Context: an optimization exercise on an open-source flow, tuned for small area. The choices shown serve that exercise and are no tape-out recipe.
Function was checked by simulation only, so behaviour that the tests miss may differ from the original.
No activity file was given, so power comes from the tool's default toggle rates.

==> v29 <==
// measure_sys
module measure_sys(
	input            sys_clk,
	input            sys_rst_n,
	input      [7:0] askdemod_data,    
	input      [9:0] fsk_demod,        
	input      [7:0] pskdemod_data,    
	output     [7:0] demod_data,
	output     [7:0] uart_mod_type,
	output    [15:0] uart_demod_fre,
	output     [7:0] uart_mod_depth,
	output     [7:0] uart_delta_freq
);
	wire clk = sys_clk;
	wire rst_n = sys_rst_n;
	wire [4:0] p;
	wire sclk, sen, first, last, cc0, cc400;
	clk_divider tm(.clk(clk), .rst_n(rst_n), .p(p), .sclk(sclk), .sen(sen),
		.first(first), .last(last), .cc0(cc0), .cc400(cc400));
	wire latch = sclk & last;
	wire [8:0] fsk9 = {~fsk_demod[8], fsk_demod[7:0]};    
	wire [9:0] f10  = {~fsk_demod[9], fsk_demod[8:0]};    
	wire [7:0] vpp_a, dc_a, vpp_p, dc_p;
	wire [8:0] vpp_f, dc_f;
	wave_cal8 st_a(.clk(clk), .rst_n(rst_n), .sclk(sclk), .first(first), .last(last),
  ...
==> flow/config.mk <==
export PLATFORM = sky130hd
export DESIGN_NAME = measure_sys
export DESIGN_NICKNAME = measure_sys
export VERILOG_FILES = /design/flow/design.v
export SDC_FILE = /design/flow/constraint.sdc
export NUM_CORES = 4
export LEC_CHECK = 0
export CAP_MARGIN = 20
export CORE_MARGIN = 2
export CORE_UTILIZATION = 40
export SLEW_MARGIN = 20
==> flow/constraint.sdc <==
create_clock -name core_clock -period 100.0 [get_ports {sys_clk}]
set_input_delay 20.0000 -clock core_clock [delete_from_list [all_inputs] [get_ports {sys_clk}]]
set_output_delay 20.0000 -clock core_clock [all_outputs]
set_load 0.01 [all_outputs]
run.sh (not shown) runs the stock make flow with config.mk's settings and CLKGATE_MAP_FILE= SYNTH_SCRIPT=/design/flow/synth_recipe.tcl, a recipe that flattens the netlist after the stock synthesis.
==> v8: changes against v29 <==
--- a/flow/design.v
+++ b/flow/design.v
@@ -123,86 +123,54 @@
     output wire       first,     
     output wire       last,      
     output wire       cc0,
     output wire       cc400
 );
     reg [3:0] m;
     reg [8:0] w;
     reg [8:0] cc;
+    wire wz = ~|w[7:0];
+    wire cz = ~|cc[7:0];
     assign sclk  = (p == 5'd24);
     assign sen   = sclk & (m == 4'd9);
-    assign first = (w == 9'd0);
-    assign last  = &w;
-    assign cc0   = (cc == 9'd0);
-    assign cc400 = (cc == 9'd400);
+    assign first = wz & ~w[8];
+    assign last  = wz & w[8];
+    assign cc0   = cz & ~cc[8];
+    assign cc400 = (cc == 9'd248);
     wire pi_0 = ~p[0];
     wire pi_1 = p[1] ^ p[0];
     wire pi_2 = p[1] & p[0];
     wire pi_3 = p[2] ^ pi_2;
     wire pi_4 = p[2] & pi_2;
     wire pi_5 = p[3] ^ pi_4;
     wire pi_6 = p[3] & pi_4;
     wire pi_7 = p[4] ^ pi_6;
     wire pi_8 = p[4] & pi_6;
     wire mi_0 = ~m[0];
     wire mi_1 = m[1] ^ m[0];
     wire mi_2 = m[1] & m[0];
     wire mi_3 = m[2] ^ mi_2;
     wire mi_4 = m[2] & mi_2;
     wire mi_5 = m[3] ^ mi_4;
     wire mi_6 = m[3] & mi_4;
-    wire wi_0 = ~w[0];
-    wire wi_1 = w[1] ^ w[0];
-    wire wi_2 = w[1] & w[0];
-    wire wi_3 = w[2] ^ wi_2;
-    wire wi_4 = w[2] & wi_2;
-    wire wi_5 = w[3] ^ wi_4;
-    wire wi_6 = w[3] & wi_4;
-    wire wi_7 = w[4] ^ wi_6;
-    wire wi_8 = w[4] & wi_6;
-    wire wi_9 = w[5] ^ wi_8;
-    wire wi_10 = w[5] & wi_8;
-    wire wi_11 = w[6] ^ wi_10;
-    wire wi_12 = w[6] & wi_10;
-    wire wi_13 = w[7] ^ wi_12;
-    wire wi_14 = w[7] & wi_12;
-    wire wi_15 = w[8] ^ wi_14;
-    wire wi_16 = w[8] & wi_14;
-    wire ci_0 = ~cc[0];
-    wire ci_1 = cc[1] ^ cc[0];
-    wire ci_2 = cc[1] & cc[0];
-    wire ci_3 = cc[2] ^ ci_2;
-    wire ci_4 = cc[2] & ci_2;
-    wire ci_5 = cc[3] ^ ci_4;
-    wire ci_6 = cc[3] & ci_4;
-    wire ci_7 = cc[4] ^ ci_6;
-    wire ci_8 = cc[4] & ci_6;
-    wire ci_9 = cc[5] ^ ci_8;
-    wire ci_10 = cc[5] & ci_8;
-    wire ci_11 = cc[6] ^ ci_10;
-    wire ci_12 = cc[6] & ci_10;
-    wire ci_13 = cc[7] ^ ci_12;
-    wire ci_14 = cc[7] & ci_12;
-    wire ci_15 = cc[8] ^ ci_14;
-    wire ci_16 = cc[8] & ci_14;
     always @(posedge clk or negedge rst_n) begin
         if (!rst_n) begin
             p <= 5'd31;
             m <= 4'd0;
             w <= 9'd0;
             cc <= 9'd0;
         end else begin
             p <= sclk ? 5'd0 : {pi_7, pi_5, pi_3, pi_1, pi_0};
             if (sclk) begin
                 m <= (m == 4'd9) ? 4'd0 : {mi_5, mi_3, mi_1, mi_0};
-                w <= {wi_15, wi_13, wi_11, wi_9, wi_7, wi_5, wi_3, wi_1, wi_0};
+                w <= {w[7:0], w[8] ^ w[4] ^ wz};
             end
             if (sen)
-                cc <= cc400 ? 9'd0 : {ci_15, ci_13, ci_11, ci_9, ci_7, ci_5, ci_3, ci_1, ci_0};
+                cc <= cc400 ? 9'd0 : {cc[7:0], cc[8] ^ cc[4] ^ cz};
         end
     end
 endmodule
 module wave_cal8 (
     input  wire         clk,
     input  wire         rst_n,
     input  wire         sclk,
     input  wire         first,
@@ -547,16 +515,39 @@
     input  wire       clk,
     input  wire       rst_n,
     input  wire       sen,
     input  wire       en,
     input  wire [7:0] vpp,
     output wire [6:0] ma,
     output wire       ma_low     
 );
+    wire [5:0] u = (|vpp[7:6]) ? 6'd63 : vpp[5:0];
+    reg  [5:0] ra, rb;
+    reg  [1:0] n;
+    reg        nz;
+    always @(posedge clk or negedge rst_n) begin
+        if (!rst_n) begin
+            ra <= 6'd0;
+            rb <= 6'd0;
+            n <= 2'd3;
+            nz <= 1'b0;
+        end else if (sen) begin
+            if (en) begin
+                if (u != rb) begin
+                    ra <= rb;
+                    rb <= u;
+                    n <= 2'd0;
+                end else if (n != 2'd3)
+                    n <= n + 2'd1;
+            end
+            nz <= en;
+        end
+    end
+    wire [5:0] mu = (n == 2'd3) ? rb : ra;    
     reg [6:0] ma_tab;
     always @* begin
         case (mu)
             6'd0: ma_tab = 7'd30;
             6'd1: ma_tab = 7'd30;
             6'd2: ma_tab = 7'd30;
             6'd3: ma_tab = 7'd30;
             6'd4: ma_tab = 7'd30;
@@ -616,36 +607,16 @@
             6'd58: ma_tab = 7'd98;
             6'd59: ma_tab = 7'd100;
             6'd60: ma_tab = 7'd100;
             6'd61: ma_tab = 7'd100;
             6'd62: ma_tab = 7'd100;
             6'd63: ma_tab = 7'd100;
         endcase
     end
-    wire [5:0] u = (|vpp[7:6]) ? 6'd63 : vpp[5:0];
-    reg  [5:0] s1, s2, s3, mu;
-    reg        nz;
-    always @(posedge clk or negedge rst_n) begin
-        if (!rst_n) begin
-            s1 <= 6'd0;
-            s2 <= 6'd0;
-            s3 <= 6'd0;
-            nz <= 1'b0;
-        end else if (sen) begin
-            if (en) begin
-                s1 <= u;
-                s2 <= s1;
-                s3 <= s2;
-            end
-            nz <= en;
-        end
-    end
-    always @(posedge clk)
-        if (sen && en) mu <= s3;
     assign ma = nz ? ma_tab : 7'd0;
     assign ma_low = nz & (mu <= 6'd20);
 endmodule
 module mf_measure (
     input  wire       clk,
     input  wire       rst_n,
     input  wire       sen,
     input  wire [8:0] vpp,
==> flow/config.mk (replaced) <==
export PLATFORM = sky130hd
export DESIGN_NAME = measure_sys
export DESIGN_NICKNAME = measure_sys
export VERILOG_FILES = /design/flow/design.v
export SDC_FILE = /design/flow/constraint.sdc
export NUM_CORES = 4
export LEC_CHECK = 0
export CAP_MARGIN = 20
export CORE_MARGIN = 2
export CORE_UTILIZATION = 60
export CTS_BUF_LIST = sky130_fd_sc_hd__clkbuf_16
export CTS_CLUSTER_DIAMETER = 80
export CTS_CLUSTER_SIZE = 24
export SLEW_MARGIN = 20
==> v1: changes against v29 <==
==> flow/config.mk (replaced) <==
export PLATFORM = sky130hd
export DESIGN_NAME = measure_sys
export DESIGN_NICKNAME = measure_sys
export VERILOG_FILES = /design/flow/design.v
export SDC_FILE = /design/flow/constraint.sdc
export NUM_CORES = 4
export LEC_CHECK = 0
export CAP_MARGIN = 20
export CORE_MARGIN = 2
export CORE_UTILIZATION = 60
export CTS_BUF_LIST = sky130_fd_sc_hd__clkbuf_4
export SLEW_MARGIN = 20
==> v23: changes against v29 <==
--- a/flow/design.v
+++ b/flow/design.v
@@ -123,86 +123,54 @@
     output wire       first,     
     output wire       last,      
     output wire       cc0,
     output wire       cc400
 );
     reg [3:0] m;
     reg [8:0] w;
     reg [8:0] cc;
+    wire wz = ~|w[7:0];
+    wire cz = ~|cc[7:0];
     assign sclk  = (p == 5'd24);
     assign sen   = sclk & (m == 4'd9);
-    assign first = (w == 9'd0);
-    assign last  = &w;
-    assign cc0   = (cc == 9'd0);
-    assign cc400 = (cc == 9'd400);
+    assign first = wz & ~w[8];
+    assign last  = wz & w[8];
+    assign cc0   = cz & ~cc[8];
+    assign cc400 = (cc == 9'd248);
     wire pi_0 = ~p[0];
     wire pi_1 = p[1] ^ p[0];
     wire pi_2 = p[1] & p[0];
     wire pi_3 = p[2] ^ pi_2;
     wire pi_4 = p[2] & pi_2;
     wire pi_5 = p[3] ^ pi_4;
     wire pi_6 = p[3] & pi_4;
     wire pi_7 = p[4] ^ pi_6;
     wire pi_8 = p[4] & pi_6;
     wire mi_0 = ~m[0];
     wire mi_1 = m[1] ^ m[0];
     wire mi_2 = m[1] & m[0];
     wire mi_3 = m[2] ^ mi_2;
     wire mi_4 = m[2] & mi_2;
     wire mi_5 = m[3] ^ mi_4;
     wire mi_6 = m[3] & mi_4;
-    wire wi_0 = ~w[0];
-    wire wi_1 = w[1] ^ w[0];
-    wire wi_2 = w[1] & w[0];
-    wire wi_3 = w[2] ^ wi_2;
-    wire wi_4 = w[2] & wi_2;
-    wire wi_5 = w[3] ^ wi_4;
-    wire wi_6 = w[3] & wi_4;
-    wire wi_7 = w[4] ^ wi_6;
-    wire wi_8 = w[4] & wi_6;
-    wire wi_9 = w[5] ^ wi_8;
-    wire wi_10 = w[5] & wi_8;
-    wire wi_11 = w[6] ^ wi_10;
-    wire wi_12 = w[6] & wi_10;
-    wire wi_13 = w[7] ^ wi_12;
-    wire wi_14 = w[7] & wi_12;
-    wire wi_15 = w[8] ^ wi_14;
-    wire wi_16 = w[8] & wi_14;
-    wire ci_0 = ~cc[0];
-    wire ci_1 = cc[1] ^ cc[0];
-    wire ci_2 = cc[1] & cc[0];
-    wire ci_3 = cc[2] ^ ci_2;
-    wire ci_4 = cc[2] & ci_2;
-    wire ci_5 = cc[3] ^ ci_4;
-    wire ci_6 = cc[3] & ci_4;
-    wire ci_7 = cc[4] ^ ci_6;
-    wire ci_8 = cc[4] & ci_6;
-    wire ci_9 = cc[5] ^ ci_8;
-    wire ci_10 = cc[5] & ci_8;
-    wire ci_11 = cc[6] ^ ci_10;
-    wire ci_12 = cc[6] & ci_10;
-    wire ci_13 = cc[7] ^ ci_12;
-    wire ci_14 = cc[7] & ci_12;
-    wire ci_15 = cc[8] ^ ci_14;
-    wire ci_16 = cc[8] & ci_14;
     always @(posedge clk or negedge rst_n) begin
         if (!rst_n) begin
             p <= 5'd31;
             m <= 4'd0;
             w <= 9'd0;
             cc <= 9'd0;
         end else begin
             p <= sclk ? 5'd0 : {pi_7, pi_5, pi_3, pi_1, pi_0};
             if (sclk) begin
                 m <= (m == 4'd9) ? 4'd0 : {mi_5, mi_3, mi_1, mi_0};
-                w <= {wi_15, wi_13, wi_11, wi_9, wi_7, wi_5, wi_3, wi_1, wi_0};
+                w <= {w[7:0], w[8] ^ w[4] ^ wz};
             end
             if (sen)
-                cc <= cc400 ? 9'd0 : {ci_15, ci_13, ci_11, ci_9, ci_7, ci_5, ci_3, ci_1, ci_0};
+                cc <= cc400 ? 9'd0 : {cc[7:0], cc[8] ^ cc[4] ^ cz};
         end
     end
 endmodule
 module wave_cal8 (
     input  wire         clk,
     input  wire         rst_n,
     input  wire         sclk,
     input  wire         first,
@@ -547,16 +515,39 @@
     input  wire       clk,
     input  wire       rst_n,
     input  wire       sen,
     input  wire       en,
     input  wire [7:0] vpp,
     output wire [6:0] ma,
     output wire       ma_low     
 );
+    wire [5:0] u = (|vpp[7:6]) ? 6'd63 : vpp[5:0];
+    reg  [5:0] ra, rb;
+    reg  [1:0] n;
+    reg        nz;
+    always @(posedge clk or negedge rst_n) begin
+        if (!rst_n) begin
+            ra <= 6'd0;
+            rb <= 6'd0;
+            n <= 2'd3;
+            nz <= 1'b0;
+        end else if (sen) begin
+            if (en) begin
+                if (u != rb) begin
+                    ra <= rb;
+                    rb <= u;
+                    n <= 2'd0;
+                end else if (n != 2'd3)
+                    n <= n + 2'd1;
+            end
+            nz <= en;
+        end
+    end
+    wire [5:0] mu = (n == 2'd3) ? rb : ra;    
     reg [6:0] ma_tab;
     always @* begin
         case (mu)
             6'd0: ma_tab = 7'd30;
             6'd1: ma_tab = 7'd30;
             6'd2: ma_tab = 7'd30;
             6'd3: ma_tab = 7'd30;
             6'd4: ma_tab = 7'd30;
@@ -616,36 +607,16 @@
             6'd58: ma_tab = 7'd98;
             6'd59: ma_tab = 7'd100;
             6'd60: ma_tab = 7'd100;
             6'd61: ma_tab = 7'd100;
             6'd62: ma_tab = 7'd100;
             6'd63: ma_tab = 7'd100;
         endcase
     end
-    wire [5:0] u = (|vpp[7:6]) ? 6'd63 : vpp[5:0];
-    reg  [5:0] s1, s2, s3, mu;
-    reg        nz;
-    always @(posedge clk or negedge rst_n) begin
-        if (!rst_n) begin
-            s1 <= 6'd0;
-            s2 <= 6'd0;
-            s3 <= 6'd0;
-            nz <= 1'b0;
-        end else if (sen) begin
-            if (en) begin
-                s1 <= u;
-                s2 <= s1;
-                s3 <= s2;
-            end
-            nz <= en;
-        end
-    end
-    always @(posedge clk)
-        if (sen && en) mu <= s3;
     assign ma = nz ? ma_tab : 7'd0;
     assign ma_low = nz & (mu <= 6'd20);
 endmodule
 module mf_measure (
     input  wire       clk,
     input  wire       rst_n,
     input  wire       sen,
     input  wire [8:0] vpp,
==> flow/flow/run.sh (new file) <==
#!/bin/bash
# Layout flow: the standard flow (standard.sh, unchanged synthesis,
# floorplan, power grid and routing) with two changes:
#  - ports are buffered with sky130_fd_sc_hd__buf_1 instead of the cell
#    buffer_ports picks by default (every port still gets its buffer);
#  - clock tree: clkbuf_8 buffers, sink clusters of at most 14 flops within
#    60 um, and no dummy loads.
# The full make output goes to flow.log in this folder; ORFS's per-step
# logs stay under orfs/logs/.
set -euo pipefail
bash standard.sh \
  "BUFFER_PORTS_ARGS=-buffer_cell sky130_fd_sc_hd__buf_1" \
  "CTS_ARGS=-sink_clustering_enable -repair_clock_nets -buf_list sky130_fd_sc_hd__clkbuf_8 -sink_clustering_size 14 -sink_clustering_max_diameter 60 -dont_use_dummy_load" \
  finish > flow.log 2>&1
==> flow/standard.sh (new file) <==
#!/bin/bash
# synth_recipe.tcl (not shown) runs the flow's synth.tcl, then flattens the netlist and writes it again
# the make line also repeats each setting of config.mk as NAME=value (left out here)
make -C /OpenROAD-flow-scripts/flow DESIGN_CONFIG=/design/flow/config.mk WORK_HOME=/design/flow/orfs CLKGATE_MAP_FILE= SYNTH_SCRIPT=/design/flow/synth_recipe.tcl "${@:-finish}"
==> flow/config.mk (replaced) <==
export PLATFORM = sky130hd
export DESIGN_NAME = measure_sys
export DESIGN_NICKNAME = measure_sys
export VERILOG_FILES = /design/flow/design.v
export SDC_FILE = /design/flow/constraint.sdc
export NUM_CORES = 4
export LEC_CHECK = 0
export CAP_MARGIN = 20
export CORE_MARGIN = 2
export CORE_UTILIZATION = 60
export SLEW_MARGIN = 20
removed: flow/run.sh
==> qor summary <==
metric	v29	v1	v8	v23
Outcome	complete, no violations	complete, no violations	complete, no violations	complete, no violations
Area share of the largest cell type after synthesis	0.212	0.212	0.210	0.210
Skew-Pair Late Insertion Delay	0.59 ns	0.82 ns	0.58 ns	0.62 ns
Bufs w/o clock	89	87	84	83
Internal power	0.000266 W	0.000240 W	0.000204 W	0.000186 W
Initial antenna violation count	0	1	1	1
CTS H-tree lvls	2	3	1	2
Post-detailed-route via-to-cell ratio	5.12	5.52	5.72	5.72
Met3 capacity usage during global routing	0.0273	0.0602	0.0332	0.0384
DRT met1 WL	24100 um	23900 um	23200 um	23400 um
NonClk Buf Share	0.0315	0.0316	0.0321	0.0162
Cell area power density	12.7 nW/um^2	11.9 nW/um^2	10.8 nW/um^2	9.96 nW/um^2
Total power after layout	0.000338 W	0.000311 W	0.000269 W	0.000240 W
Max rail drop VDD	0.0134 mV	0.0112 mV	0.0149 mV	0.0108 mV
Tap cell count	773	518	511	511
Post-synthesis adder-cell area fraction	0.237	0.237	0.238	0.238
Cell with the largest stage delay on the worst path	clkdlybuf4s50_1	clkdlybuf4s50_1	clkdlybuf4s50_1	fa_1
Die height	247 um	202 um	200 um	200 um
Die Outline Area	61000 um^2	41000 um^2	40100 um^2	40100 um^2
Clk pwr share	0.507	0.465	0.408	0.341

[re-timing with driven ports]
In the flow no input, the clock included, has a driving cell. The finished layouts below were timed again as built, in two steps.
Step 1 sets driving cells, clkbuf_16 on the clock port and buf_2 on the other inputs (assumed; they add their load-dependent delay and slew).
Step 2 adds t to the input delays and takes it off the output delays; t is the mean of the earliest and latest rising clock arrival at the registers after step 1. Input paths then give back, and output paths get back, about the clock's delay inside the block.
a / b / c = no drivers / after step 1 / after step 2; a / b = the first two.
run	t (ns)	setup WS [ns]	latest minus earliest clock arrival (ns)	worst data-port slew with drivers (ns)	cell pins on the clock port's net
v29	0.638	75.809 / 75.749 / 75.745	0.018 / 0.018	0.05	1
v8	0.622	75.741 / 75.683 / 75.675	0.028 / 0.028	0.07	1
v1	0.851	75.584 / 75.529 / 75.725	0.043 / 0.043	0.07	1
v23	0.643	76.159 / 76.107 / 76.033	0.056 / 0.056	0.08	1
After both steps every run listed still meets setup and hold. For v23, which loses most, drivers alone change the setup slack by -0.052 ns; drivers and shift together by -0.126 ns.
